Background: an optimization exercise with open tools, aiming at small area. Do not read the settings as production practice. Only simulation tests tie the RTL to the original design; equivalence was not proved. Power is estimated from default activity; no workload was simulated.

[flow/flow/run.sh]
#!/bin/bash
# The standard layout, with two changes:
#  - the port buffers are sky130_fd_sc_hd__buf_1 (one buffer on every port, as
#    in the standard flow, but the smallest buffer cell);
#  - clock tree synthesis clusters the flip-flops under clkbuf_4 leaf buffers
#    and inserts no dummy loads.
set -euo pipefail
export BUFFER_PORTS_ARGS="-buffer_cell sky130_fd_sc_hd__buf_1"
export CTS_ARGS="-sink_clustering_enable -repair_clock_nets -dont_use_dummy_load -buf_list {sky130_fd_sc_hd__clkbuf_4} -sink_clustering_size 8 -sink_clustering_max_diameter 35"
bash standard.sh > standard_flow.log 2>&1
[flow/design.v]
`timescale 1ns / 1ps
module carry2(input [1:0] a, input [1:0] b, output y);
  wire c1 = a[0] | b[0];
  assign y = (a[1] & b[1]) | (a[1] & c1) | (b[1] & c1);
endmodule
module axis_hit #(parameter W = 10)
    (input [W-1:0] o, input [W-1:0] nt1, input wrap, input clamp, output hit);
  wire [W:0] c;
  wire [W-1:0] d;
  carry2 c01(.a(o[1:0]), .b(nt1[1:0]), .y(c[2]));
  genvar k;
  generate
    for (k = 2; k < W; k = k + 1) begin : f
      fadd u(.a(o[k]), .b(nt1[k]), .c(c[k]), .s(d[k]), .co(c[k+1]));
    end
  endgenerate
  wire lt40 = (d[W-1:6] == 0) && !(d[5] && (d[4] || d[3]));
  wire ge20 = d[5] || (d[4] && (d[3] || d[2]));
  assign hit = lt40 && !(o[W-1] && (clamp || (wrap && ge20)));
endmodule
module axis_car #(parameter W = 10)
    (input [W-1:0] c, output [W-1:0] nt1, output wrap, output clamp);
  localparam [W-1:0] M29 = -29;
  localparam [W-1:0] TOP10 = -10;
  wire [W-1:0] t1;
  add_const #(W, M29) am(.a(c), .s(t1));
  assign nt1 = ~t1;
  assign wrap = c >= TOP10 || c < 10;
  assign clamp = c >= 10 && c < 29;
endmodule
module collision_detect (input [20:0] object, input active,
    input [9:0] xnt1, input xwrap, input xclamp,
    input [8:0] ynt1, input ywrap, input yclamp,
    output collided);
  wire hx, hy;
  axis_hit #(10) ax(.o(object[19:10]), .nt1(xnt1), .wrap(xwrap), .clamp(xclamp), .hit(hx));
  axis_hit #(9) ay(.o(object[8:0]), .nt1(ynt1), .wrap(ywrap), .clamp(yclamp), .hit(hy));
  assign collided = active & hx & hy;
endmodule
`timescale 1ns / 1ps
`timescale 1ns / 1ps
module fadd(input a, input b, input c, output s, output co);
  assign {co, s} = a + b + c;
endmodule
module hadd(input a, input b, output s, output co);
  assign {co, s} = a + b;
endmodule
module xnor2m(input a, input b, output y);
  assign y = ~(a ^ b);
endmodule
module rca_add #(parameter W = 10) (input [W-1:0] a, input [W-1:0] b, output [W-1:0] s, output co);
  wire [W:0] c;
  hadd h0(.a(a[0]), .b(b[0]), .s(s[0]), .co(c[1]));
  genvar k;
  generate
    for (k = 1; k < W; k = k + 1) begin : f
      fadd u(.a(a[k]), .b(b[k]), .c(c[k]), .s(s[k]), .co(c[k+1]));
    end
  endgenerate
  assign co = c[W];
endmodule
module rca_sub #(parameter W = 10) (input [W-1:0] a, input [W-1:0] b, output [W-1:0] d, output borrow);
  wire [W:0] c;
  wire [W-1:0] nb = ~b;
  assign c[0] = 1'b1;
  genvar k;
  generate
    for (k = 0; k < W; k = k + 1) begin : f
      fadd u(.a(a[k]), .b(nb[k]), .c(c[k]), .s(d[k]), .co(c[k+1]));
    end
  endgenerate
  assign borrow = ~c[W];
endmodule
module add_const #(parameter W = 10, parameter [W-1:0] K = 1) (input [W-1:0] a, output [W-1:0] s);
  function integer lowest_one(input [W-1:0] v);
    integer i;
    begin
      lowest_one = W;
      for (i = W - 1; i >= 0; i = i - 1) if (v[i]) lowest_one = i;
    end
  endfunction
  localparam integer F = lowest_one(K);
  wire [W:0] c;
  genvar k;
  generate
    for (k = 0; k < W; k = k + 1) begin : b
      if (k < F) begin : low
        assign s[k] = a[k];
      end
      else if (k == F) begin : first
        assign s[k] = ~a[k];
        assign c[k+1] = a[k];
      end
      else if (k == W - 1) begin : top
        assign s[k] = K[k] ? ~(a[k] ^ c[k]) : (a[k] ^ c[k]);
      end
      else if (K[k]) begin : one
        xnor2m x(.a(a[k]), .b(c[k]), .y(s[k]));
        assign c[k+1] = a[k] | c[k];
      end
      else begin : zero
        hadd h(.a(a[k]), .b(c[k]), .s(s[k]), .co(c[k+1]));
      end
    end
  endgenerate
endmodule
module ldbit(input en, input d, input hold, input q, output y);
  assign y = (en & d) | (hold & q);
endmodule
module ldmux #(parameter W = 1) (input en, input [W-1:0] d, input hold, input [W-1:0] q, output [W-1:0] y);
  genvar k;
  generate
    for (k = 0; k < W; k = k + 1) begin : b
      ldbit u(.en(en), .d(d[k]), .hold(hold), .q(q[k]), .y(y[k]));
    end
  endgenerate
endmodule
module ao222n(input [2:0] s, input [2:0] d, output y);
  assign y = ~|(s & d);
endmodule
module nand4m(input [3:0] a, output y);
  assign y = ~&a;
endmodule
module aosel11(input [10:0] s, input [10:0] d, output y);
  wire [3:0] t;
  ao222n g0(.s(s[2:0]), .d(d[2:0]), .y(t[0]));
  ao222n g1(.s(s[5:3]), .d(d[5:3]), .y(t[1]));
  ao222n g2(.s(s[8:6]), .d(d[8:6]), .y(t[2]));
  ao222n g3(.s({s[10:9], s[10]}), .d({d[10:9], d[10]}), .y(t[3]));
  nand4m g4(.a(t), .y(y));
endmodule
module lfsr_alt #(parameter N = 14, parameter TAP = 13) (input [N-1:0] p, input cond, output [N-1:0] pn);
  wire ncond = ~cond;
  wire top = (N % 2 == 0) ? ~p[N-1] : p[N-1];      
  wire tap = (TAP % 2 == 0) ? ~p[TAP-1] : p[TAP-1];  
  assign pn[0] = cond & ~(top ^ tap);
  genvar k;
  generate
    for (k = 1; k < N; k = k + 1) begin : b
      if (k % 2 == 1) begin : odd
        assign pn[k] = ~(cond & p[k-1]);
      end
      else begin : even
        assign pn[k] = ~(ncond | p[k-1]);
      end
    end
  endgenerate
endmodule
`timescale 1ns / 1ps
`timescale 1ns / 1ps
module race_controller (
    input clk,
    input rst,
    input A1, B1, start1, Z1, up1, down1, left1, right1, steer_left1, steer_right1,
    input A2, B2, start2, Z2, up2, down2, left2, right2, steer_left2, steer_right2,
    input phase_loaded,
    input [20:0] imap_item_box1,
    input [20:0] imap_item_box2,
    input [20:0] imap_item_box3,
    input [20:0] imap_item_box4,
    input [20:0] imap_item_box5,
    input [20:0] imap_item_box6,
    input [20:0] imap_item_box7,
    input [20:0] imap_item_box8,
    input [1:0] map_type,
    input [3:0] min_tens, input [3:0] min_ones,
    input [3:0] sec_tens, input [3:0] sec_ones,
    input [3:0] ms_tens, input [3:0] ms_ones,
    input [9:0] car1_x, input [8:0] car1_y,
    input [9:0] car2_x, input [8:0] car2_y,
    output reg [2:0] phase,
    output in_loading_phase,
    output reg [2:0] selected_character1, output reg [2:0] selected_character2,
    output reg character_selected1, output reg character_selected2,
    output reg ready_for_race,
    output reg [1:0] laps_completed1, output reg [1:0] laps_completed2,
    output reg race_begin,
    output reg [1:0] oym_counter,
    output reg [1:0] finish_place1, output reg [1:0] finish_place2,
    output reg [3:0] fmin_tens1, output reg [3:0] fmin_ones1, output reg [3:0] fsec_tens1,
    output reg [3:0] fsec_ones1, output reg [3:0] fms_tens1, output reg [3:0] fms_ones1,
    output reg [3:0] fmin_tens2, output reg [3:0] fmin_ones2, output reg [3:0] fsec_tens2,
    output reg [3:0] fsec_ones2, output reg [3:0] fms_tens2, output reg [3:0] fms_ones2,
    output [1:0] owned_item1, output [1:0] owned_item2,
    output picking_item1, output picking_item2,
    output car1_banana_buff, output car1_mushroom_buff, output car1_lightning_buff,
    output car2_banana_buff, output car2_mushroom_buff, output car2_lightning_buff,
    output lightning_used, output banana_placed, output mushroom_used,
    output [20:0] item_box1,
    output [20:0] item_box2,
    output [20:0] item_box3,
    output [20:0] item_box4,
    output [20:0] item_box5,
    output [20:0] item_box6,
    output [20:0] item_box7,
    output [20:0] item_box8,
    output [20:0] banana1,
    output [20:0] banana2,
    output [20:0] banana3,
    output [20:0] banana4,
    output [20:0] banana5,
    output [20:0] banana6,
    output [20:0] banana7,
    output [20:0] banana8,
    output reg lap_completed1, output reg correct_direction1,
    output reg lap_completed2, output reg correct_direction2,
    output reg [9:0] imap_x, output reg [8:0] imap_y,
    output forward1, output backward1, output turn_left1, output turn_right1,
    output [1:0] speed1,
    output forward2, output backward2, output turn_left2, output turn_right2,
    output [1:0] speed2
    );
  localparam [13:0] SEC_END   = 14'd6219;    
  localparam [14:0] PICK_END  = 15'd5426;    
  localparam [10:0] ROT_END   = 11'd158;     
  localparam [12:0] GRACE_START = 13'd7972;  
  localparam [6:0]  DELTA_END = 7'd45;       
  localparam [13:0] ALT14 = 14'h2AAA;
  localparam [14:0] ALT15 = 15'h2AAA;
  localparam [6:0]  ALT7  = 7'h2A;
  localparam [13:0] SEC_P   = SEC_END ^ ALT14;
  localparam [14:0] PICK_P  = PICK_END ^ ALT15;
  localparam [6:0]  DELTA_P = DELTA_END ^ ALT7;
  function [10:0] rot_next(input [10:0] s);
    rot_next = {s[9:0], ~(s[10] ^ s[8])};
  endfunction
  function [12:0] grace_next(input [12:0] s);
    grace_next = {s[11:0], ~(s[12] ^ s[3])};
  endfunction
  wire ph_csel    = phase == 1;
  wire ph_racing  = phase == 2;
  wire ph_ld_race = phase == 5;
  assign in_loading_phase = phase[2] ^ (phase[1] & phase[0]);   
  wire [9:0] c1_xnt1, c2_xnt1;
  wire [8:0] c1_ynt1, c2_ynt1;
  wire c1_xwrap, c1_ywrap, c2_xwrap, c2_ywrap;
  wire c1_xclamp, c1_yclamp, c2_xclamp, c2_yclamp;
  axis_car #(10) c1x(.c(car1_x), .nt1(c1_xnt1), .wrap(c1_xwrap), .clamp(c1_xclamp));
  axis_car #(9)  c1y(.c(car1_y), .nt1(c1_ynt1), .wrap(c1_ywrap), .clamp(c1_yclamp));
  axis_car #(10) c2x(.c(car2_x), .nt1(c2_xnt1), .wrap(c2_xwrap), .clamp(c2_xclamp));
  axis_car #(9)  c2y(.c(car2_y), .nt1(c2_ynt1), .wrap(c2_ywrap), .clamp(c2_yclamp));
  wire [20:0] obj [0:15];
  wire [15:0] obj_active;       
  wire [15:0] hit1, hit2;
  genvar gi;
  generate
    for (gi = 0; gi < 16; gi = gi + 1) begin : coll
      collision_detect cd1(.object(obj[gi]), .active(obj_active[gi]),
          .xnt1(c1_xnt1), .xwrap(c1_xwrap), .xclamp(c1_xclamp),
          .ynt1(c1_ynt1), .ywrap(c1_ywrap), .yclamp(c1_yclamp),
          .collided(hit1[gi]));
      collision_detect cd2(.object(obj[gi]), .active(obj_active[gi]),
          .xnt1(c2_xnt1), .xwrap(c2_xwrap), .xclamp(c2_xclamp),
          .ynt1(c2_ynt1), .ywrap(c2_ywrap), .yclamp(c2_yclamp),
          .collided(hit2[gi]));
    end
  endgenerate
  wire item_box_hit1 = |hit1[7:0];
  wire item_box_hit2 = |hit2[7:0];
  wire banana_hit1 = |hit1[15:8];
  wire banana_hit2 = |hit2[15:8];
  wire [7:0] box_hit = hit1[7:0] | hit2[7:0];
  wire [7:0] ban_hit = hit1[15:8] | hit2[15:8];
  reg prev_lap_completed1, prev_lap_completed2;
  reg [19:0] box_pos [0:7];
  wire [20:0] imap_box [0:7];
  assign imap_box[0] = imap_item_box1;
  assign imap_box[1] = imap_item_box2;
  assign imap_box[2] = imap_item_box3;
  assign imap_box[3] = imap_item_box4;
  assign imap_box[4] = imap_item_box5;
  assign imap_box[5] = imap_item_box6;
  assign imap_box[6] = imap_item_box7;
  assign imap_box[7] = imap_item_box8;
  wire go_race = ph_csel && ready_for_race && (start1 || start2);
  wire lap_ev1 = ph_racing && !prev_lap_completed1 && lap_completed1;
  wire lap_ev2 = ph_racing && !prev_lap_completed2 && lap_completed2;
  wire fin1 = lap_ev1 && laps_completed1 == 2'd2;
  wire fin2 = lap_ev2 && laps_completed2 == 2'd2;
  wire fp1_zero = finish_place1 == 2'd0;
  wire fp2_zero = finish_place2 == 2'd0;
  wire set_ft1 = (fin1 && fp2_zero) || (fin2 && fp1_zero);
  wire set_ft2 = (fin1 && !fp2_zero) || (fin2 && !fp1_zero);
  function [2:0] move_sel(input [2:0] s, input [2:0] o, input l, input r, input d, input u);
    begin
      move_sel = s;
      if (l && s[1:0] != 2'b00 && s - 3'd1 != o) move_sel = s - 3'd1;
      if (r && s[1:0] != 2'b11 && s + 3'd1 != o) move_sel = s + 3'd1;
      if (d && !s[2] && s + 3'd4 != o) move_sel = s + 3'd4;
      if (u && s[2] && s - 3'd4 != o) move_sel = s - 3'd4;
    end
  endfunction
  integer k;
  always @(posedge clk) begin
    if (rst) begin
      phase <= 3;
      selected_character1 <= 0;
      selected_character2 <= 1;
      character_selected1 <= 0;
      character_selected2 <= 0;
      ready_for_race <= 0;
      laps_completed1 <= 0;
      laps_completed2 <= 0;
      finish_place1 <= 0;
      finish_place2 <= 0;
      prev_lap_completed1 <= 0;
      prev_lap_completed2 <= 0;
    end
    else begin
      prev_lap_completed1 <= lap_completed1;
      prev_lap_completed2 <= lap_completed2;
      case (phase)
        3: if (phase_loaded) phase <= 0;
        0: if (A1 || start1 || A2 || start2) phase <= 4;
        4: if (phase_loaded) phase <= 1;
        1: if (go_race) phase <= 5;
        5: if (phase_loaded) phase <= 2;
        2: if (!fp1_zero && !fp2_zero) phase <= 6;
        6: if (phase_loaded) phase <= 7;
        default: if (start1 || start2) phase <= 4;
      endcase
      if (phase == 4) begin
        selected_character1 <= 0;
        selected_character2 <= 1;
        ready_for_race <= 0;
        character_selected1 <= 0;
        character_selected2 <= 0;
      end
      if (ph_csel) begin
        ready_for_race <= character_selected1 && character_selected2;
        if (!character_selected1) begin
          selected_character1 <= move_sel(selected_character1, selected_character2, left1, right1, down1, up1);
          if (A1) character_selected1 <= 1;
        end
        else if (B1) character_selected1 <= 0;
        if (!character_selected2) begin
          selected_character2 <= move_sel(selected_character2, selected_character1, left2, right2, down2, up2);
          if (A2) character_selected2 <= 1;
        end
        else if (B2) character_selected2 <= 0;
      end
      if (ph_ld_race) begin
        laps_completed1 <= 0;
        laps_completed2 <= 0;
        finish_place1 <= 0;
        finish_place2 <= 0;
      end
      if (lap_ev1) begin
        if (fin1) begin
          finish_place1 <= fp2_zero ? 2'd1 : 2'd2;
          laps_completed1 <= 2'd3;
        end
        else if (laps_completed1 < 2) laps_completed1 <= laps_completed1 + 2'd1;
      end
      if (lap_ev2) begin
        if (fin2) begin
          finish_place2 <= fp1_zero ? 2'd1 : 2'd2;
          laps_completed2 <= 2'd3;
        end
        else if (laps_completed2 < 2) laps_completed2 <= laps_completed2 + 2'd1;
      end
    end
  end
  wire [159:0] box_pos_q, box_pos_d, box_pos_in;
  generate
    for (gi = 0; gi < 8; gi = gi + 1) begin : bpos
      assign box_pos_q[gi*20 +: 20] = box_pos[gi];
      assign box_pos_in[gi*20 +: 20] = imap_box[gi][19:0];
    end
  endgenerate
  ldmux #(160) box_pos_mux(.en(!rst && go_race), .d(box_pos_in), .hold(!rst && !go_race),
      .q(box_pos_q), .y(box_pos_d));
  always @(posedge clk) begin
    for (k = 0; k < 8; k = k + 1) box_pos[k] <= box_pos_d[k*20 +: 20];
  end
  wire ft_clr = rst || ph_ld_race;
  wire [23:0] ft_now = {min_tens, min_ones, sec_tens, sec_ones, ms_tens, ms_ones};
  wire [23:0] ft1_q = {fmin_tens1, fmin_ones1, fsec_tens1, fsec_ones1, fms_tens1, fms_ones1};
  wire [23:0] ft2_q = {fmin_tens2, fmin_ones2, fsec_tens2, fsec_ones2, fms_tens2, fms_ones2};
  wire [23:0] ft1_d, ft2_d;
  ldmux #(24) ft1_mux(.en(!ft_clr && set_ft1), .d(ft_now), .hold(!ft_clr && !set_ft1), .q(ft1_q), .y(ft1_d));
  ldmux #(24) ft2_mux(.en(!ft_clr && set_ft2), .d(ft_now), .hold(!ft_clr && !set_ft2), .q(ft2_q), .y(ft2_d));
  always @(posedge clk) begin
    {fmin_tens1, fmin_ones1, fsec_tens1, fsec_ones1, fms_tens1, fms_ones1} <= ft1_d;
    {fmin_tens2, fmin_ones2, fsec_tens2, fsec_ones2, fms_tens2, fms_ones2} <= ft2_d;
  end
  reg [13:0] oym_clk;
  wire oym_tick = oym_clk == SEC_P;
  wire oym_run = ph_racing && !race_begin;
  wire [13:0] oym_clk_d;
  lfsr_alt #(14, 13) oym_step(.p(oym_clk), .cond(oym_run && !oym_tick), .pn(oym_clk_d));
  always @(posedge clk) begin
    oym_clk <= oym_clk_d;
    if (rst || ph_ld_race) begin
      race_begin <= 0;
      oym_counter <= 0;
    end
    else if (oym_run && oym_tick) begin
      if (oym_counter == 2) race_begin <= 1;
      else oym_counter <= oym_counter + 2'd1;
    end
  end
  reg [13:0] second_counter;
  reg [2:0] box_timer [0:7];
  wire second_tick = second_counter == SEC_P;
  wire [13:0] second_counter_d;
  lfsr_alt #(14, 13) sec_step(.p(second_counter), .cond(!rst && !second_tick), .pn(second_counter_d));
  always @(posedge clk) begin
    second_counter <= second_counter_d;
    for (k = 0; k < 8; k = k + 1) begin
      if (rst) box_timer[k] <= 3'b100;
      else if (box_hit[k]) box_timer[k] <= 3'b000;
      else if (second_tick && !(box_timer[k][2] && !box_timer[k][1]))
        box_timer[k] <= {box_timer[k][1:0], ~box_timer[k][2]};
    end
  end
  wire [20:0] box_out [0:7];
  generate
    for (gi = 0; gi < 8; gi = gi + 1) begin : boxo
      assign box_out[gi] = {box_timer[gi][2] && !box_timer[gi][1] && imap_box[gi][20], box_pos[gi]};
      assign obj[gi] = box_out[gi];
      assign obj_active[gi] = box_out[gi][20];
    end
  endgenerate
  assign item_box1 = box_out[0];
  assign item_box2 = box_out[1];
  assign item_box3 = box_out[2];
  assign item_box4 = box_out[3];
  assign item_box5 = box_out[4];
  assign item_box6 = box_out[5];
  assign item_box7 = box_out[6];
  assign item_box8 = box_out[7];
  wire brst = rst || ph_ld_race;
  reg [1:0] owned [0:1];
  reg picking [0:1];
  reg [14:0] pick_clk [0:1];
  reg [10:0] rot_clk [0:1];
  reg place_banana [0:1];
  reg use_lightning [0:1];
  reg use_mushroom [0:1];
  reg ban_buff [0:1];
  reg mush_buff [0:1];
  reg [1:0] light_cnt [0:1];
  reg [13:0] ban_clk [0:1];
  reg [13:0] mush_clk [0:1];
  reg [13:0] light_clk [0:1];
  wire [1:0] bm_box_hit = {item_box_hit2, item_box_hit1};
  wire [1:0] bm_ban_hit = {banana_hit2, banana_hit1};
  wire [1:0] bm_Z = {Z2, Z1};
  wire [1:0] bm_light_hit = {use_lightning[0], use_lightning[1]};
  wire [1:0] pick_end, ban_end, mush_end, light_end;
  wire [14:0] pick_clk_d [0:1];
  wire [13:0] ban_clk_d [0:1];
  wire [13:0] mush_clk_d [0:1];
  wire [13:0] light_clk_d [0:1];
  generate
    for (gi = 0; gi < 2; gi = gi + 1) begin : bclk
      assign pick_end[gi] = pick_clk[gi] == PICK_P;
      assign ban_end[gi] = ban_clk[gi] == SEC_P;
      assign mush_end[gi] = mush_clk[gi] == SEC_P;
      assign light_end[gi] = light_clk[gi] == SEC_P;
      lfsr_alt #(15, 14) ps(.p(pick_clk[gi]), .cond(!brst && picking[gi] && !pick_end[gi]), .pn(pick_clk_d[gi]));
      lfsr_alt #(14, 13) bs(.p(ban_clk[gi]), .cond(!brst && ban_buff[gi] && !ban_end[gi]), .pn(ban_clk_d[gi]));
      lfsr_alt #(14, 13) ms(.p(mush_clk[gi]), .cond(!brst && mush_buff[gi] && !mush_end[gi]), .pn(mush_clk_d[gi]));
      lfsr_alt #(14, 13) ls(.p(light_clk[gi]), .cond(!brst && light_cnt[gi] != 0 && !light_end[gi]), .pn(light_clk_d[gi]));
    end
  endgenerate
  integer c;
  always @(posedge clk) begin
    for (c = 0; c < 2; c = c + 1) begin
      pick_clk[c] <= pick_clk_d[c];
      ban_clk[c] <= ban_clk_d[c];
      mush_clk[c] <= mush_clk_d[c];
      light_clk[c] <= light_clk_d[c];
      if (brst) begin
        owned[c] <= 0;
        picking[c] <= 0;
        rot_clk[c] <= 0;
        place_banana[c] <= 0;
        use_lightning[c] <= 0;
        use_mushroom[c] <= 0;
        ban_buff[c] <= 0;
        mush_buff[c] <= 0;
        light_cnt[c] <= 0;
      end
      else begin
        if (bm_box_hit[c]) picking[c] <= 1;
        if (bm_light_hit[c]) light_cnt[c] <= 3;
        if (bm_ban_hit[c]) ban_buff[c] <= 1;
        if (picking[c]) begin
          if (pick_end[c]) picking[c] <= 0;
          if (rot_clk[c] != ROT_END) rot_clk[c] <= rot_next(rot_clk[c]);
          else begin
            rot_clk[c] <= 0;
            owned[c] <= (owned[c] == 2'd3) ? 2'd1 : owned[c] + 2'd1;
          end
        end
        else if (owned[c] != 0) begin
          if (bm_Z[c]) begin
            owned[c] <= 0;
            case (owned[c])
              1: place_banana[c] <= 1;
              2: begin mush_buff[c] <= 1; use_mushroom[c] <= 1; end
              default: use_lightning[c] <= 1;
            endcase
          end
        end
        else begin
          place_banana[c] <= 0;
          use_lightning[c] <= 0;
          use_mushroom[c] <= 0;
        end
        if (ban_buff[c] && ban_end[c]) ban_buff[c] <= 0;
        if (mush_buff[c] && mush_end[c]) mush_buff[c] <= 0;
        if (light_cnt[c] != 0 && light_end[c]) light_cnt[c] <= light_cnt[c] - 2'd1;
      end
    end
  end
  assign owned_item1 = owned[0];
  assign owned_item2 = owned[1];
  assign picking_item1 = picking[0];
  assign picking_item2 = picking[1];
  assign car1_banana_buff = ban_buff[0];
  assign car2_banana_buff = ban_buff[1];
  assign car1_mushroom_buff = mush_buff[0];
  assign car2_mushroom_buff = mush_buff[1];
  assign car1_lightning_buff = light_cnt[0] != 0;
  assign car2_lightning_buff = light_cnt[1] != 0;
  assign lightning_used = use_lightning[0] || use_lightning[1];
  assign banana_placed = place_banana[0] || place_banana[1];
  assign mushroom_used = use_mushroom[0] || use_mushroom[1];
  reg [19:0] ban [0:7];      
  reg [12:0] ban_grace [0:7];
  wire [7:0] ban_present;
  wire [7:0] grace_end;
  wire [7:0] ban_active;
  generate
    for (gi = 0; gi < 8; gi = gi + 1) begin : bano
      assign ban_present[gi] = ban[gi][19];
      assign grace_end[gi] = ban_grace[gi] == 13'd0;
      assign ban_active[gi] = ban_present[gi] && grace_end[gi];
      assign obj[8 + gi] = {ban[gi][19:9], 1'b0, ban[gi][8:0]};
      assign obj_active[8 + gi] = ban_active[gi];
    end
  endgenerate
  assign banana1 = obj[8];
  assign banana2 = obj[9];
  assign banana3 = obj[10];
  assign banana4 = obj[11];
  assign banana5 = obj[12];
  assign banana6 = obj[13];
  assign banana7 = obj[14];
  assign banana8 = obj[15];
  wire [7:0] free_slot;
  assign free_slot[0] = !ban_present[0] || (&ban_present);
  generate
    for (gi = 1; gi < 8; gi = gi + 1) begin : fslot
      assign free_slot[gi] = !ban_present[gi] && (&ban_present[gi-1:0]);
    end
  endgenerate
  wire any_place = place_banana[0] || place_banana[1];
  wire [18:0] place_pos = place_banana[1] ? {car2_x, car2_y} : {car1_x, car1_y};
  wire [19:0] ban_d [0:7];
  generate
    for (gi = 0; gi < 8; gi = gi + 1) begin : banmux
      wire clr = rst || (ban_hit[gi] && ban_active[gi]);
      wire ld = any_place && free_slot[gi];
      ldmux #(20) m(.en(!clr && ld), .d({1'b1, place_pos}), .hold(!clr && !ld), .q(ban[gi]), .y(ban_d[gi]));
    end
  endgenerate
  always @(posedge clk) begin
    for (k = 0; k < 8; k = k + 1) begin
      ban[k] <= ban_d[k];
      if (rst) ban_grace[k] <= 13'd0;
      else if (!grace_end[k]) ban_grace[k] <= grace_next(ban_grace[k]);
      else if (any_place && free_slot[k]) ban_grace[k] <= GRACE_START;
    end
  end
  reg [6:0] delta_cnt;
  wire update_deltas = delta_cnt == DELTA_P;
  wire [6:0] delta_cnt_d;
  lfsr_alt #(7, 6) dstep(.p(delta_cnt), .cond(!rst && !update_deltas), .pn(delta_cnt_d));
  always @(posedge clk) begin
    delta_cnt <= delta_cnt_d;
  end
  reg [9:0] prev_x [0:1];
  reg [8:0] prev_y [0:1];
  reg [9:0] dlx [0:1][0:3];
  reg [8:0] dly [0:1][0:3];
  wire [9:0] cx [0:1];
  wire [8:0] cy [0:1];
  assign cx[0] = car1_x; assign cy[0] = car1_y;
  assign cx[1] = car2_x; assign cy[1] = car2_y;
  wire [10:0] ddx [0:1];
  wire [9:0] ddy [0:1];
  rca_sub #(10) sx0(.a(car1_x), .b(prev_x[0]), .d(ddx[0][9:0]), .borrow(ddx[0][10]));
  rca_sub #(10) sx1(.a(car2_x), .b(prev_x[1]), .d(ddx[1][9:0]), .borrow(ddx[1][10]));
  rca_sub #(9) sy0(.a(car1_y), .b(prev_y[0]), .d(ddy[0][8:0]), .borrow(ddy[0][9]));
  rca_sub #(9) sy1(.a(car2_y), .b(prev_y[1]), .d(ddy[1][8:0]), .borrow(ddy[1][9]));
  wire [1:0] dx_nz = {ddx[1][9:0] != 0, ddx[0][9:0] != 0};
  wire [1:0] dy_nz = {ddy[1][8:0] != 0, ddy[0][8:0] != 0};
  wire [3:0] dir [0:1];
  assign dir[0] = {turn_right1, turn_left1, backward1, forward1};
  assign dir[1] = {turn_right2, turn_left2, backward2, forward2};
  wire prev_ld = rst || update_deltas;
  wire [18:0] prev_d [0:1];
  wire [9:0] dlx_d [0:1][0:3];
  wire [8:0] dly_d [0:1][0:3];
  genvar gc, gd;
  generate
    for (gc = 0; gc < 2; gc = gc + 1) begin : dmux_c
      ldmux #(19) pm(.en(prev_ld), .d({cx[gc], cy[gc]}), .hold(!prev_ld), .q({prev_x[gc], prev_y[gc]}), .y(prev_d[gc]));
      for (gd = 0; gd < 4; gd = gd + 1) begin : dmux_d
        wire ldx = update_deltas && dir[gc][gd] && dx_nz[gc];
        wire ldy = update_deltas && dir[gc][gd] && dy_nz[gc];
        ldmux #(10) mx(.en(!rst && ldx), .d(ddx[gc][9:0]), .hold(!rst && !ldx), .q(dlx[gc][gd]), .y(dlx_d[gc][gd]));
        ldmux #(9) my(.en(!rst && ldy), .d(ddy[gc][8:0]), .hold(!rst && !ldy), .q(dly[gc][gd]), .y(dly_d[gc][gd]));
      end
    end
  endgenerate
  integer d;
  always @(posedge clk) begin
    for (c = 0; c < 2; c = c + 1) begin
      {prev_x[c], prev_y[c]} <= prev_d[c];
      for (d = 0; d < 4; d = d + 1) begin
        dlx[c][d] <= dlx_d[c][d];
        dly[c][d] <= dly_d[c][d];
      end
    end
  end
  wire [9:0] px [0:1][0:3];
  wire [8:0] py [0:1][0:3];
  wire wall_pos [0:1][0:3];
  generate
    for (gc = 0; gc < 2; gc = gc + 1) begin : probe_c
      for (gd = 0; gd < 4; gd = gd + 1) begin : probe_d
        wire cox, coy;
        rca_add #(10) ax(.a(cx[gc]), .b(dlx[gc][gd]), .s(px[gc][gd]), .co(cox));
        rca_add #(9) ay(.a(cy[gc]), .b(dly[gc][gd]), .s(py[gc][gd]), .co(coy));
        assign wall_pos[gc][gd] = px[gc][gd] >= 10'd640 || py[gc][gd] >= 9'd480 || py[gc][gd] == 9'd0;
      end
    end
  endgenerate
  wire [10:0] imap_sel;
  wire imap_ld = !rst && !imap_counter[0] && imap_counter <= 5'd18;
  generate
    for (gi = 0; gi < 10; gi = gi + 1) begin : isel
      assign imap_sel[gi] = imap_ld && imap_counter[4:1] == gi;
    end
  endgenerate
  assign imap_sel[10] = !rst && !imap_ld;
  wire [18:0] imap_src [0:10];
  assign imap_src[0] = {car1_x, car1_y};
  assign imap_src[1] = {px[0][0], py[0][0]};
  assign imap_src[2] = {px[0][1], py[0][1]};
  assign imap_src[3] = {px[0][2], py[0][2]};
  assign imap_src[4] = {px[0][3], py[0][3]};
  assign imap_src[5] = {car2_x, car2_y};
  assign imap_src[6] = {px[1][0], py[1][0]};
  assign imap_src[7] = {px[1][1], py[1][1]};
  assign imap_src[8] = {px[1][2], py[1][2]};
  assign imap_src[9] = {px[1][3], py[1][3]};
  assign imap_src[10] = {imap_x, imap_y};
  wire [18:0] imap_d;
  generate
    for (gi = 0; gi < 19; gi = gi + 1) begin : imux
      wire [10:0] col;
      genvar gj;
      for (gj = 0; gj < 11; gj = gj + 1) begin : src
        assign col[gj] = imap_src[gj][gi];
      end
      aosel11 m(.s(imap_sel), .d(col), .y(imap_d[gi]));
    end
  endgenerate
  always @(posedge clk) {imap_x, imap_y} <= imap_d;
  reg [4:0] imap_counter;
  reg [1:0] cur_mt [0:1];
  reg prev_fin [0:1];
  reg wall_mt [0:1][0:3];
  always @(posedge clk) begin
    if (rst) begin
      imap_counter <= 0;
      for (c = 0; c < 2; c = c + 1) begin
        cur_mt[c] <= 0;
        prev_fin[c] <= 0;
        for (d = 0; d < 4; d = d + 1) wall_mt[c][d] <= 0;
      end
    end
    else begin
      imap_counter <= imap_counter + 1'b1;
      case (imap_counter)
        5'd2:  begin prev_fin[0] <= cur_mt[0] == 3; cur_mt[0] <= map_type;end
        5'd4:  begin wall_mt[0][0] <= map_type == 2; end
        5'd6:  begin wall_mt[0][1] <= map_type == 2; end
        5'd8:  begin wall_mt[0][2] <= map_type == 2; end
        5'd10: begin wall_mt[0][3] <= map_type == 2; end
        5'd12: begin prev_fin[1] <= cur_mt[1] == 3; cur_mt[1] <= map_type;end
        5'd14: begin wall_mt[1][0] <= map_type == 2; end
        5'd16: begin wall_mt[1][1] <= map_type == 2; end
        5'd18: begin wall_mt[1][2] <= map_type == 2; end
        5'd20: begin wall_mt[1][3] <= map_type == 2; end
        default: ;
      endcase
    end
  end
  wire wall [0:1][0:3];
  generate
    for (gc = 0; gc < 2; gc = gc + 1) begin : wall_c
      for (gd = 0; gd < 4; gd = gd + 1) begin : wall_d
        assign wall[gc][gd] = wall_mt[gc][gd] || wall_pos[gc][gd];
      end
    end
  endgenerate
  wire [1:0] fin_in = {cur_mt[1] == 3, cur_mt[0] == 3};
  wire [1:0] dx_neg = {ddx[1][10], ddx[0][10]};
  always @(posedge clk) begin
    if (rst) begin
      correct_direction1 <= 1;
      lap_completed1 <= 0;
      correct_direction2 <= 1;
      lap_completed2 <= 0;
    end
    else begin
      if (!prev_fin[0] && fin_in[0] && !dx_neg[0] && dx_nz[0] && correct_direction1) lap_completed1 <= 1;
      if (prev_fin[0] && !fin_in[0]) begin
        if (!dx_neg[0]) begin lap_completed1 <= 0; correct_direction1 <= 1; end
        else correct_direction1 <= 0;
      end
      if (!prev_fin[1] && fin_in[1] && !dx_neg[1] && dx_nz[1] && correct_direction2) lap_completed2 <= 1;
      if (prev_fin[1] && !fin_in[1]) begin
        if (!dx_neg[1]) begin lap_completed2 <= 0; correct_direction2 <= 1; end
        else correct_direction2 <= 0;
      end
    end
  end
  function [1:0] speed_of(input [1:0] mt, input mush, input light);
    begin
      case (mt)
        1: speed_of = mush ? 2 : 1;
        2: speed_of = 1;
        default: speed_of = mush ? 3 : (light ? 1 : 2);
      endcase
    end
  endfunction
  assign speed1 = speed_of(cur_mt[0], car1_mushroom_buff, car1_lightning_buff);
  assign speed2 = speed_of(cur_mt[1], car2_mushroom_buff, car2_lightning_buff);
  wire inv1 = car1_banana_buff || car1_lightning_buff;
  wire inv2 = car2_banana_buff || car2_lightning_buff;
  assign forward1 = A1 && (!wall[0][0] || wall[0][1]) && race_begin;
  assign backward1 = B1 && (!wall[0][1] || wall[0][0]) && race_begin;
  assign turn_left1 = (inv1 ? steer_right1 : steer_left1) && (!wall[0][2] || wall[0][3]) && race_begin;
  assign turn_right1 = (inv1 ? steer_left1 : steer_right1) && (!wall[0][3] || wall[0][2]) && race_begin;
  assign forward2 = A2 && (!wall[1][0] || wall[1][1]) && race_begin;
  assign backward2 = B2 && (!wall[1][1] || wall[1][0]) && race_begin;
  assign turn_left2 = (inv2 ? steer_right2 : steer_left2) && (!wall[1][2] || wall[1][3]) && race_begin;
  assign turn_right2 = (inv2 ? steer_left2 : steer_right2) && (!wall[1][3] || wall[1][2]) && race_begin;
endmodule
[flow/constraint.sdc]
create_clock -name core_clock -period 12.0 [get_ports {clk}]
set_input_delay 2.4000 -clock core_clock [delete_from_list [all_inputs] [get_ports {clk}]]
set_output_delay 2.4000 -clock core_clock [all_outputs]
set_load 0.01 [all_outputs]
[flow/standard.sh]
#!/bin/bash
# synth_recipe.tcl (not shown) runs the flow's synth.tcl, then flattens the netlist and writes it again
# the make line also repeats each setting of config.mk as NAME=value (left out here)
make -C /OpenROAD-flow-scripts/flow DESIGN_CONFIG=/design/flow/config.mk WORK_HOME=/design/flow/orfs CLKGATE_MAP_FILE= SYNTH_SCRIPT=/design/flow/synth_recipe.tcl "${@:-finish}"
[flow/config.mk]
export PLATFORM = sky130hd
export DESIGN_NAME = race_controller
export DESIGN_NICKNAME = race_controller
export VERILOG_FILES = /design/flow/design.v
export SDC_FILE = /design/flow/constraint.sdc
export NUM_CORES = 4
export LEC_CHECK = 0
export CAP_MARGIN = 20
export CORE_MARGIN = 2
export CORE_UTILIZATION = 60
export PLACE_DENSITY = 0.72
export SLEW_MARGIN = 20
export SYNTH_HIERARCHICAL = 1
export SYNTH_MINIMUM_KEEP_SIZE = 0
==> impl_metrics.sql, run 1 <==
INSERT INTO impl_metrics (metric_group, metric, value, unit) VALUES
('clocking', 'h-tree-depth', '4', ''),
('clocking', 'cts_buffer_depth', '3', ''),
('critical_path', 'worst_setup_path_end_kind', 'output pin', ''),
('place', 'globalplace.congestion', '0.9213', ''),
('cells_and_area', 'multi_input_comb_area', '30860', 'µm²'),
('yosys', 'ys.warnings.count', '55', ''),
('yosys', 'syn-mean-instance-area', '11.46', 'µm²'),
('critical_path', 'arrival', '7.80', 'ns'),
('routing', 'number_of_drc_markers_after_the_initial_detailed_route_iteration', '4398', ''),
('clocking', 'clockRootBuffer', 'clkbuf_4', ''),
('critical_path', 'required_time_of_the_critical_path', '9.60', 'ns'),
('routing', 'vias_per_cell', '6.334', ''),
('flow_run', 'maxCapViolCount', '0', ''),
('clocking', 'tritoncts', 'yes', ''),
('pwr', 'power.ir.vdd_worst', '0.1070', 'mV'),
('global_route', 'grt_first_pass_wirelength', '241.7', 'mm'),
('global_route', 'grt_pass1_vias', '39680', ''),
('cells_and_area', 'finish.utilization', '0.6739', ''),
('sta', 'clock_skew', '0.09834', 'ns'),
('global_route', 'globalRouteTotalUtil', '0.3729', ''),
('yosys', 'synth_area', '50500', 'µm²'),
('global_route', 'grt_antenna_before_repair', '15', ''),
('cells_and_area', 'seqCellArea', '18900', 'µm²'),
('floorplan', 'design.portCount', '713', ''),
('place', 'dpl_cell_area', '55020', 'µm²'),
('yosys', 'synthCells', '4408', ''),
('floorplan', 'floorplan.initialDensity', '0.6044', ''),
('floorplan', 'placeableCoreArea', '83560', 'µm²'),
('cells_and_area', 'fin_nets', '6279', ''),
('cells_and_area', 'fillCellCount', '6743', ''),
('sta', 'slew_viol_final', '0', ''),
('sta', 'timing.final.hold_violations', '0', ''),
('clocking', 'clock-sinks', '944', ''),
('pwr', 'power.total', '6.115', 'mW'),
('sta', 'setup-violations-final', '0', ''),
('floorplan', 'die_width', '294.1', 'µm'),
('routing', 'antenna_violating_nets_post_route', '0', ''),
('global_route', 'grt_overflow', '0', ''),
('sta', 'maxSlewHeadroom', '0.2696', ''),
('cells_and_area', 'flow.area_growth_from_synthesis', '11.50', '%'),
('clocking', 'post_cts_resized', '0', ''),
('worst_hold_path', 'hold_wc_path_type', 'register to register', ''),
('sta', 'worst-slew-pin-transition', '1.091', 'ns'),
('clocking', 'clk_pin_slew_worst_paths', '0.08', 'ns'),
('sta', 'post_layout_worst_setup_margin', '1.802', 'ns'),
('clocking', 'worstSkewPairLatency', '1.11', 'ns'),
('sta', 'layout_worst_path_cycle_share', '0.8498', ''),
('sta', 'totalNegativeSetupSlack', '0', 'ns'),
('sta', 'fmaxAchievable', '98.06', 'MHz'),
('routing', 'drt_first_pass_iters', '9', ''),
('clocking', 'post_cts_hold_buffer_count', '0', ''),
('place', 'pre_cts_ws', '1.978', 'ns'),
('clocking', 'tritoncts_buffer_count', '167', ''),
('sta', 'rsz0062_at_grt', 'no', ''),
('sta', 'final.hold.worst_slack', '0.3370', 'ns'),
('clocking', 'post_cts_setup_bufs', '0', ''),
('floorplan', 'die_h', '294.1', 'µm'),
('place', 'dp_hpwl', '118.1', 'mm'),
('outcome', 'run_status', 'finished clean', ''),
('floorplan', 'die-area', '86510', 'µm²'),
('routing', 'drc_errors', '0', ''),
('critical_path', 'critPathLaunchType', 'primary input', ''),
('pwr', 'cellPowerDensity', '108.6', 'nW/µm²'),
('cells_and_area', 'final_area', '56310', 'µm²'),
('routing', 'detailroute.via_count', '40560', ''),
('pwr', 'leakage_power_figure', '22.64', 'nW'),
('routing', 'routed_wl', '161.6', 'mm'),
('sta', 'final_critical_path_required_period', '10.20', 'ns'),
('cells_and_area', 'share_of_layout_cells_above_drive_strength_1', '0.08354', ''),
('floorplan', 'row_count', '106', ''),
('critical_path', 'timing.critical_path.fanout_max', '12', ''),
('place', 'placed_cells', '6228', ''),
('cells_and_area', 'stdcell_count', '6404', ''),
('global_route', 'grt_max_degree', '89', ''),
('routing', 'avgRoutedWirePerCell', '25.24', 'µm'),
('critical_path', 'worst_setup_path_type', 'primary input to output pin', ''),
('place', 'portBuffers', '704', '');
worst max-delay path: stages:
cell,delay (ns)
buf_1,0.29
ha_1,0.33
fa_1,0.38
fa_1,0.40
fa_1,0.42
fa_1,0.42
fa_1,0.41
fa_1,0.41
fa_1,0.41
fa_1,0.39
fa_1,0.47
o21ai_0,0.14
nand2_1,0.08
a31oi_1,0.23
o211ai_1,0.16
inv_1,0.16
buf_1,0.29
routing by layer:
metal  GRT usage  part of all wire  up-vias
met4      0.1542             0.042        8
met2      0.5611              0.45     2155
met5           0           0.00028        -
met1      0.5018              0.39    20100
li1            -                 -    17860
met3      0.1158              0.12      434
path summary, 6_finish.rpt:
check,start,to,slack (ns),cells past startpoint
worst min register to register,second_counter[7],second_counter[8],0.34,1
worst max-delay path,car1_x[0],forward1,1.80,17
worst max register to register,prev_x[0][0],dlx[3][1],5.44,16
worst min-delay path,second_counter[7],second_counter[8],0.34,1
cell usage in the layout, fill, tap and decap left out, types with 40 or more instances in the layout:
cell,instances
a21oi_1,181
a222oi_1,76
a22o_1,558
buf_1,702
buf_4,93
clkbuf_4,168
dfxtp_1,944
fa_1,654
ha_1,53
inv_1,151
nand2_1,250
nor2_1,296
nor2b_1,103
nor3_1,40
nor3_2,46
nor4_1,43
o21ai_0,277
o31ai_1,73
where the power goes:
| part | internal, mW | total (mW) | switching (mW) |
|---|---|---|---|
| clock network | 0.633 | 1.72 | 1.09 |
| logic | 0.398 | 1.15 | 0.751 |
| registers | 3.19 | 3.24 | 0.0575 |
registers in the layout, summed over array words and instances (netlist names), 5 cells and up:
register        count
dly                72
light_clk          28
dlx                80
box_pos           160
imap_counter        5
imap_y              9
ban_clk            28
imap_x             10
oym_clk            14
rot_clk            22
pick_clk           30
ban               160
prev_x             20
prev_y             18
wall_mt             8
delta_cnt           7
box_timer          24
second_counter     14
mush_clk           28
ban_grace         104
final cells by class:
type | count | share of cell area
clock buffer | 167 | 0.02226
inverter | 154 | 0.01027
antenna | 9 | 0.0004000
multi-input combinational | 3253 | 0.5480
timing repair buffer | 797 | 0.05942
sequential | 944 | 0.3356
tap | 1080 | 0.02400
==> inputs of run 2 (changes only) <==
--- a/flow/design.v
+++ b/flow/design.v
@@ -4,8 +4,7 @@
   assign y = (a[1] & b[1]) | (a[1] & c1) | (b[1] & c1);
 endmodule
-module axis_hit #(parameter W = 10)
-    (input [W-1:0] o, input [W-1:0] nt1, input wrap, input clamp, output hit);
+module axis_diff #(parameter W = 10)
+    (input [W-1:0] o, input [W-1:0] nt1, output [W-1:2] d);
   wire [W:0] c;
-  wire [W-1:0] d;
   carry2 c01(.a(o[1:0]), .b(nt1[1:0]), .y(c[2]));
   genvar k;
@@ -15,7 +14,4 @@
     end
   endgenerate
-  wire lt40 = (d[W-1:6] == 0) && !(d[5] && (d[4] || d[3]));
-  wire ge20 = d[5] || (d[4] && (d[3] || d[2]));
-  assign hit = lt40 && !(o[W-1] && (clamp || (wrap && ge20)));
 endmodule
 module axis_car #(parameter W = 10)
@@ -29,13 +25,4 @@
   assign clamp = c >= 10 && c < 29;
 endmodule
-module collision_detect (input [20:0] object, input active,
-    input [9:0] xnt1, input xwrap, input xclamp,
-    input [8:0] ynt1, input ywrap, input yclamp,
-    output collided);
-  wire hx, hy;
-  axis_hit #(10) ax(.o(object[19:10]), .nt1(xnt1), .wrap(xwrap), .clamp(xclamp), .hit(hx));
-  axis_hit #(9) ay(.o(object[8:0]), .nt1(ynt1), .wrap(ywrap), .clamp(yclamp), .hit(hy));
-  assign collided = active & hx & hy;
-endmodule
 `timescale 1ns / 1ps
 `timescale 1ns / 1ps
@@ -130,21 +117,4 @@
   nand4m g4(.a(t), .y(y));
 endmodule
-module lfsr_alt #(parameter N = 14, parameter TAP = 13) (input [N-1:0] p, input cond, output [N-1:0] pn);
-  wire ncond = ~cond;
-  wire top = (N % 2 == 0) ? ~p[N-1] : p[N-1];      
-  wire tap = (TAP % 2 == 0) ? ~p[TAP-1] : p[TAP-1];  
-  assign pn[0] = cond & ~(top ^ tap);
-  genvar k;
-  generate
-    for (k = 1; k < N; k = k + 1) begin : b
-      if (k % 2 == 1) begin : odd
-        assign pn[k] = ~(cond & p[k-1]);
-      end
-      else begin : even
-        assign pn[k] = ~(ncond | p[k-1]);
-      end
-    end
-  endgenerate
-endmodule
 `timescale 1ns / 1ps
 `timescale 1ns / 1ps
@@ -177,5 +147,5 @@
     output reg race_begin,
     output reg [1:0] oym_counter,
-    output reg [1:0] finish_place1, output reg [1:0] finish_place2,
+    output [1:0] finish_place1, output [1:0] finish_place2,
     output reg [3:0] fmin_tens1, output reg [3:0] fmin_ones1, output reg [3:0] fsec_tens1,
     output reg [3:0] fsec_ones1, output reg [3:0] fms_tens1, output reg [3:0] fms_ones1,
@@ -222,10 +192,37 @@
   localparam [14:0] PICK_P  = PICK_END ^ ALT15;
   localparam [6:0]  DELTA_P = DELTA_END ^ ALT7;
+  localparam [12:0] GRACE_ALT = 13'h0AAA;
+  function [12:0] grace_step(input [12:0] p, input step, input ldz);
+    reg [12:0] s, n;
+    begin
+      s = p ^ GRACE_ALT;
+      n = ({13{step}} & {s[11:0], ~(s[12] ^ s[3])}) | ({13{ldz}} & GRACE_START);
+      grace_step = n ^ GRACE_ALT;
+    end
+  endfunction
+  function [13:0] lfsr14_alt(input [13:0] p, input cond);
+    reg [13:0] s;
+    begin
+      s = p ^ ALT14;
+      lfsr14_alt = ({14{cond}} & {s[12:0], ~(s[13] ^ s[12])}) ^ ALT14;
+    end
+  endfunction
+  function [14:0] lfsr15_alt(input [14:0] p, input cond);
+    reg [14:0] s;
+    begin
+      s = p ^ ALT15;
+      lfsr15_alt = ({15{cond}} & {s[13:0], ~(s[14] ^ s[13])}) ^ ALT15;
+    end
+  endfunction
+  function [6:0] lfsr7_alt(input [6:0] p, input cond);
+    reg [6:0] s;
+    begin
+      s = p ^ ALT7;
+      lfsr7_alt = ({7{cond}} & {s[5:0], ~(s[6] ^ s[5])}) ^ ALT7;
+    end
+  endfunction
   function [10:0] rot_next(input [10:0] s);
     rot_next = {s[9:0], ~(s[10] ^ s[8])};
   endfunction
-  function [12:0] grace_next(input [12:0] s);
-    grace_next = {s[11:0], ~(s[12] ^ s[3])};
-  endfunction
   wire ph_csel    = phase == 1;
   wire ph_racing  = phase == 2;
@@ -240,4 +237,8 @@
   axis_car #(10) c2x(.c(car2_x), .nt1(c2_xnt1), .wrap(c2_xwrap), .clamp(c2_xclamp));
   axis_car #(9)  c2y(.c(car2_y), .nt1(c2_ynt1), .wrap(c2_ywrap), .clamp(c2_yclamp));
+  function axis_in(input [9:2] d, input msb, input wrap, input clamp);
+    axis_in = (d[9:6] == 0) && !(d[5] && (d[4] || d[3])) &&
+              !(msb && (clamp || (wrap && (d[5] || (d[4] && (d[3] || d[2]))))));
+  endfunction
   wire [20:0] obj [0:15];
   wire [15:0] obj_active;       
@@ -246,12 +247,14 @@
   generate
     for (gi = 0; gi < 16; gi = gi + 1) begin : coll
-      collision_detect cd1(.object(obj[gi]), .active(obj_active[gi]),
-          .xnt1(c1_xnt1), .xwrap(c1_xwrap), .xclamp(c1_xclamp),
-          .ynt1(c1_ynt1), .ywrap(c1_ywrap), .yclamp(c1_yclamp),
-          .collided(hit1[gi]));
-      collision_detect cd2(.object(obj[gi]), .active(obj_active[gi]),
-          .xnt1(c2_xnt1), .xwrap(c2_xwrap), .xclamp(c2_xclamp),
-          .ynt1(c2_ynt1), .ywrap(c2_ywrap), .yclamp(c2_yclamp),
-          .collided(hit2[gi]));
+      wire [9:2] dx1, dx2;
+      wire [8:2] dy1, dy2;
+      axis_diff #(10) ax1(.o(obj[gi][19:10]), .nt1(c1_xnt1), .d(dx1));
+      axis_diff #(9)  ay1(.o(obj[gi][8:0]), .nt1(c1_ynt1), .d(dy1));
+      axis_diff #(10) ax2(.o(obj[gi][19:10]), .nt1(c2_xnt1), .d(dx2));
+      axis_diff #(9)  ay2(.o(obj[gi][8:0]), .nt1(c2_ynt1), .d(dy2));
+      assign hit1[gi] = obj_active[gi] && axis_in(dx1, obj[gi][19], c1_xwrap, c1_xclamp) &&
+                        axis_in({1'b0, dy1}, obj[gi][8], c1_ywrap, c1_yclamp);
+      assign hit2[gi] = obj_active[gi] && axis_in(dx2, obj[gi][19], c2_xwrap, c2_xclamp) &&
+                        axis_in({1'b0, dy2}, obj[gi][8], c2_ywrap, c2_yclamp);
     end
   endgenerate
@@ -278,6 +281,9 @@
   wire fin1 = lap_ev1 && laps_completed1 == 2'd2;
   wire fin2 = lap_ev2 && laps_completed2 == 2'd2;
-  wire fp1_zero = finish_place1 == 2'd0;
-  wire fp2_zero = finish_place2 == 2'd0;
+  reg fsec1, fsec2;
+  wire fp1_zero = laps_completed1 != 2'd3;
+  wire fp2_zero = laps_completed2 != 2'd3;
+  assign finish_place1 = fp1_zero ? 2'd0 : (fsec1 ? 2'd2 : 2'd1);
+  assign finish_place2 = fp2_zero ? 2'd0 : (fsec2 ? 2'd2 : 2'd1);
   wire set_ft1 = (fin1 && fp2_zero) || (fin2 && fp1_zero);
   wire set_ft2 = (fin1 && !fp2_zero) || (fin2 && !fp1_zero);
@@ -302,6 +308,4 @@
       laps_completed1 <= 0;
       laps_completed2 <= 0;
-      finish_place1 <= 0;
-      finish_place2 <= 0;
       prev_lap_completed1 <= 0;
       prev_lap_completed2 <= 0;
@@ -343,10 +347,8 @@
         laps_completed1 <= 0;
         laps_completed2 <= 0;
-        finish_place1 <= 0;
-        finish_place2 <= 0;
       end
       if (lap_ev1) begin
         if (fin1) begin
-          finish_place1 <= fp2_zero ? 2'd1 : 2'd2;
+          fsec1 <= !fp2_zero;
           laps_completed1 <= 2'd3;
         end
@@ -355,5 +357,5 @@
       if (lap_ev2) begin
         if (fin2) begin
-          finish_place2 <= fp1_zero ? 2'd1 : 2'd2;
+          fsec2 <= !fp1_zero;
           laps_completed2 <= 2'd3;
         end
@@ -389,5 +391,5 @@
   wire oym_run = ph_racing && !race_begin;
   wire [13:0] oym_clk_d;
-  lfsr_alt #(14, 13) oym_step(.p(oym_clk), .cond(oym_run && !oym_tick), .pn(oym_clk_d));
+  assign oym_clk_d = lfsr14_alt(oym_clk, oym_run && !oym_tick);
   always @(posedge clk) begin
     oym_clk <= oym_clk_d;
@@ -405,5 +407,5 @@
   wire second_tick = second_counter == SEC_P;
   wire [13:0] second_counter_d;
-  lfsr_alt #(14, 13) sec_step(.p(second_counter), .cond(!rst && !second_tick), .pn(second_counter_d));
+  assign second_counter_d = lfsr14_alt(second_counter, !rst && !second_tick);
   always @(posedge clk) begin
     second_counter <= second_counter_d;
@@ -451,4 +453,6 @@
   wire [1:0] pick_end, ban_end, mush_end, light_end;
   wire [14:0] pick_clk_d [0:1];
+  wire [1:0] rot_end;
+  wire [10:0] rot_clk_d [0:1];
   wire [13:0] ban_clk_d [0:1];
   wire [13:0] mush_clk_d [0:1];
@@ -457,11 +461,14 @@
     for (gi = 0; gi < 2; gi = gi + 1) begin : bclk
       assign pick_end[gi] = pick_clk[gi] == PICK_P;
+      assign rot_end[gi] = rot_clk[gi] == ROT_END;
+      ldmux #(11) rs(.en(!brst && picking[gi] && !rot_end[gi]), .d(rot_next(rot_clk[gi])),
+          .hold(!brst && !picking[gi]), .q(rot_clk[gi]), .y(rot_clk_d[gi]));
       assign ban_end[gi] = ban_clk[gi] == SEC_P;
       assign mush_end[gi] = mush_clk[gi] == SEC_P;
       assign light_end[gi] = light_clk[gi] == SEC_P;
-      lfsr_alt #(15, 14) ps(.p(pick_clk[gi]), .cond(!brst && picking[gi] && !pick_end[gi]), .pn(pick_clk_d[gi]));
-      lfsr_alt #(14, 13) bs(.p(ban_clk[gi]), .cond(!brst && ban_buff[gi] && !ban_end[gi]), .pn(ban_clk_d[gi]));
-      lfsr_alt #(14, 13) ms(.p(mush_clk[gi]), .cond(!brst && mush_buff[gi] && !mush_end[gi]), .pn(mush_clk_d[gi]));
-      lfsr_alt #(14, 13) ls(.p(light_clk[gi]), .cond(!brst && light_cnt[gi] != 0 && !light_end[gi]), .pn(light_clk_d[gi]));
+      assign pick_clk_d[gi] = lfsr15_alt(pick_clk[gi], !brst && picking[gi] && !pick_end[gi]);
+      assign ban_clk_d[gi] = lfsr14_alt(ban_clk[gi], !brst && ban_buff[gi] && !ban_end[gi]);
+      assign mush_clk_d[gi] = lfsr14_alt(mush_clk[gi], !brst && mush_buff[gi] && !mush_end[gi]);
+      assign light_clk_d[gi] = lfsr14_alt(light_clk[gi], !brst && light_cnt[gi] != 0 && !light_end[gi]);
     end
   endgenerate
@@ -470,4 +477,5 @@
     for (c = 0; c < 2; c = c + 1) begin
       pick_clk[c] <= pick_clk_d[c];
+      rot_clk[c] <= rot_clk_d[c];
       ban_clk[c] <= ban_clk_d[c];
       mush_clk[c] <= mush_clk_d[c];
@@ -476,5 +484,4 @@
         owned[c] <= 0;
         picking[c] <= 0;
-        rot_clk[c] <= 0;
         place_banana[c] <= 0;
         use_lightning[c] <= 0;
@@ -490,9 +497,5 @@
         if (picking[c]) begin
           if (pick_end[c]) picking[c] <= 0;
-          if (rot_clk[c] != ROT_END) rot_clk[c] <= rot_next(rot_clk[c]);
-          else begin
-            rot_clk[c] <= 0;
-            owned[c] <= (owned[c] == 2'd3) ? 2'd1 : owned[c] + 2'd1;
-          end
+          if (rot_end[c]) owned[c] <= (owned[c] == 2'd3) ? 2'd1 : owned[c] + 2'd1;
         end
         else if (owned[c] != 0) begin
@@ -531,5 +534,6 @@
   assign mushroom_used = use_mushroom[0] || use_mushroom[1];
   reg [19:0] ban [0:7];      
-  reg [12:0] ban_grace [0:7];
+  reg [12:0] ban_grace [0:7];   
+  wire [12:0] ban_grace_d [0:7];
   wire [7:0] ban_present;
   wire [7:0] grace_end;
@@ -538,5 +542,7 @@
     for (gi = 0; gi < 8; gi = gi + 1) begin : bano
       assign ban_present[gi] = ban[gi][19];
-      assign grace_end[gi] = ban_grace[gi] == 13'd0;
+      assign grace_end[gi] = ban_grace[gi] == GRACE_ALT;
+      assign ban_grace_d[gi] = grace_step(ban_grace[gi], !rst && !grace_end[gi],
+          !rst && grace_end[gi] && any_place && free_slot[gi]);
       assign ban_active[gi] = ban_present[gi] && grace_end[gi];
       assign obj[8 + gi] = {ban[gi][19:9], 1'b0, ban[gi][8:0]};
@@ -572,7 +578,5 @@
     for (k = 0; k < 8; k = k + 1) begin
       ban[k] <= ban_d[k];
-      if (rst) ban_grace[k] <= 13'd0;
-      else if (!grace_end[k]) ban_grace[k] <= grace_next(ban_grace[k]);
-      else if (any_place && free_slot[k]) ban_grace[k] <= GRACE_START;
+      ban_grace[k] <= ban_grace_d[k];
     end
   end
@@ -580,5 +584,5 @@
   wire update_deltas = delta_cnt == DELTA_P;
   wire [6:0] delta_cnt_d;
-  lfsr_alt #(7, 6) dstep(.p(delta_cnt), .cond(!rst && !update_deltas), .pn(delta_cnt_d));
+  assign delta_cnt_d = lfsr7_alt(delta_cnt, !rst && !update_deltas);
   always @(posedge clk) begin
     delta_cnt <= delta_cnt_d;
==> run 2 against run 1 <==
Against the previous run:
- clock skew rose by 0.030 ns
- sequential share of layout area rose by 0.65 points
- largest cell class unchanged
- synthesized area fell by 2.5%
- synthesized cell count fell by 4.1%
- critical path depth did not move
- worst setup slack got worse by 0.24 ns
- clock power barely moved
- core utilization rose by 0.13 points
- still clean on timing, DRC and antenna
- critical path type unchanged
- non-clock buffer count rose by 14
==> impl_metrics.sql, run 2 <==
INSERT INTO impl_metrics (metric_group, metric, value, unit) VALUES
('sta', 'final.hold.worst_slack', '0.3020', 'ns'),
('worst_hold_path', 'min_delay_path_depth', '1', ''),
('yosys', 'synthCells', '4226', ''),
('cells_and_area', 'flow.area_growth_from_synthesis', '12.09', '%'),
('routing', 'routed_wl', '177.9', 'mm'),
('clocking', 'h-tree-depth', '4', ''),
('sta', 'final_critical_path_required_period', '10.43', 'ns'),
('routing', 'vias_per_cell', '6.641', ''),
('clocking', 'tritoncts', 'yes', ''),
('place', 'pre_cts_ws', '1.671', 'ns'),
('clocking', 'post_cts_hold_buffer_count', '0', ''),
('place', 'globalplace.congestion', '1.011', ''),
('critical_path', 'worst_setup_path_type', 'primary input to output pin', ''),
('critical_path', 'launching_point_of_the_worst_reg2reg_path', 'prev_x[1][0]', ''),
('routing', 'avgRoutedWirePerCell', '28.59', 'µm'),
('sta', 'clock_skew', '0.1282', 'ns'),
('floorplan', 'die-area', '84350', 'µm²'),
('pwr', 'power.ir.vdd_worst', '0.09443', 'mV'),
('sta', 'post_layout_worst_setup_margin', '1.567', 'ns'),
('critical_path', 'minimum_setup_slack_among_reg_to_reg_paths', '5.30', 'ns'),
('sta', 'slew_viol_final', '0', ''),
('sta', 'maxSlewHeadroom', '0.2198', ''),
('critical_path', 'reg2regPathDepth', '16', ''),
('outcome', 'run_status', 'finished clean', ''),
('global_route', 'grt_antenna_before_repair', '7', ''),
('clocking', 'post_cts_resized', '0', ''),
('place', 'portBuffers', '704', ''),
('global_route', 'grt_overflow', '0', ''),
('cells_and_area', 'share_of_layout_cells_above_drive_strength_1', '0.07365', ''),
('critical_path', 'critical_path.reg2reg.endpoint', 'dlx[5][5]', ''),
('flow_run', 'maxCapViolCount', '0', ''),
('floorplan', 'placeableCoreArea', '81720', 'µm²'),
('pwr', 'leakage_power_figure', '22.45', 'nW'),
('global_route', 'grt_first_pass_wirelength', '258.8', 'mm');
-- run 2: routing by layer --
metal | GRT usage | vias up | share of wire
met1 | 0.5387 | 20380 | 0.37
met5 | 0 | - | 0.00019
met4 | 0.2444 | 6 | 0.069
met3 | 0.1318 | 670 | 0.13
li1 | - | 17430 | -
met2 | 0.6162 | 2836 | 0.43
-- run 2: power breakdown --
| group | total, mW | switching [mW] | internal [mW] |
|---|---|---|---|
| logic | 1.17 | 0.785 | 0.381 |
| registers | 3.21 | 0.0448 | 3.17 |
| clock network | 1.73 | 1.10 | 0.637 |
-- run 2: area by class of cell --
cell class | instances | area (µm²)
Fill cell | 6543 | 26540
Antenna cell | 7 | 17.52
Multi-Input combinational cell | 3091 | 29730
Inverter | 134 | 503.0
Sequential cell | 942 | 18880
Timing Repair Buffer | 811 | 3450
Tap cell | 1070 | 1339
Clock buffer | 168 | 1261
-- run 2: worst max path at each step --
| stage | to | slack (ns) | depth (start not counted) |
|---|---|---|---|
| 5_1_grt | turn_left1 | 1.37 | 17 |
| 3_3_place_gp | turn_left1 | 1.78 | 17 |
| 3_5_place_dp | turn_left1 | 1.67 | 17 |
| 6_report | turn_left1 | 1.57 | 17 |
| 4_1_cts | turn_left1 | 1.67 | 17 |
| 2_1_floorplan | box_pos[0][0] | 2.27 | 6 |
-- run 2: critical path, cell delays in order --
cell	delay, ns
buf_1	0.28
ha_1	0.33
fa_1	0.38
fa_1	0.39
fa_1	0.39
fa_1	0.39
fa_1	0.39
fa_1	0.40
fa_1	0.39
fa_1	0.40
fa_1	0.47
o21ai_0	0.27
nand2_1	0.12
a31oi_1	0.20
nor2_1	0.06
nor3b_1	0.55
buf_1	0.23
-- run 2: stage by stage --
step                      std cells  total power [mW]
final                          6223             6.113
after global placement         6046             4.382
after CTS                      6215             6.096
after detailed placement       6047             4.404
after floorplan                4240             3.942
after global routing           6218             6.351

==> port drivers added, routing unchanged <==
In the flow no input, the clock included, has a driving cell. The finished layouts below were timed again as built, in two steps.
Step 1: set_driving_cell puts a clkbuf_16 on clk and a buf_2 on each other input, an assumption about the parent block.
Step 2 times the ports against the registers' clock, not the clock port: input delays grow and output delays shrink by t, the midpoint of the rising clock arrivals with the driver on.
Three values: ideal ports, drivers, drivers and shift; two values: the first two.
| run | t, ns | setup slack, ns | worst register clock-pin slew, ns |
|---|---|---|---|
| run 1 | 1.135 | 1.802 / 1.783 / 1.783 | 0.09 / 0.09 |
| run 2 | 1.095 | 1.567 / 1.519 / 1.519 | 0.09 / 0.09 |
After both steps setup and hold are still met in every run listed. The setup slack of run 2, which loses most, moves by -0.048 ns with the drivers and by -0.048 ns with both steps.
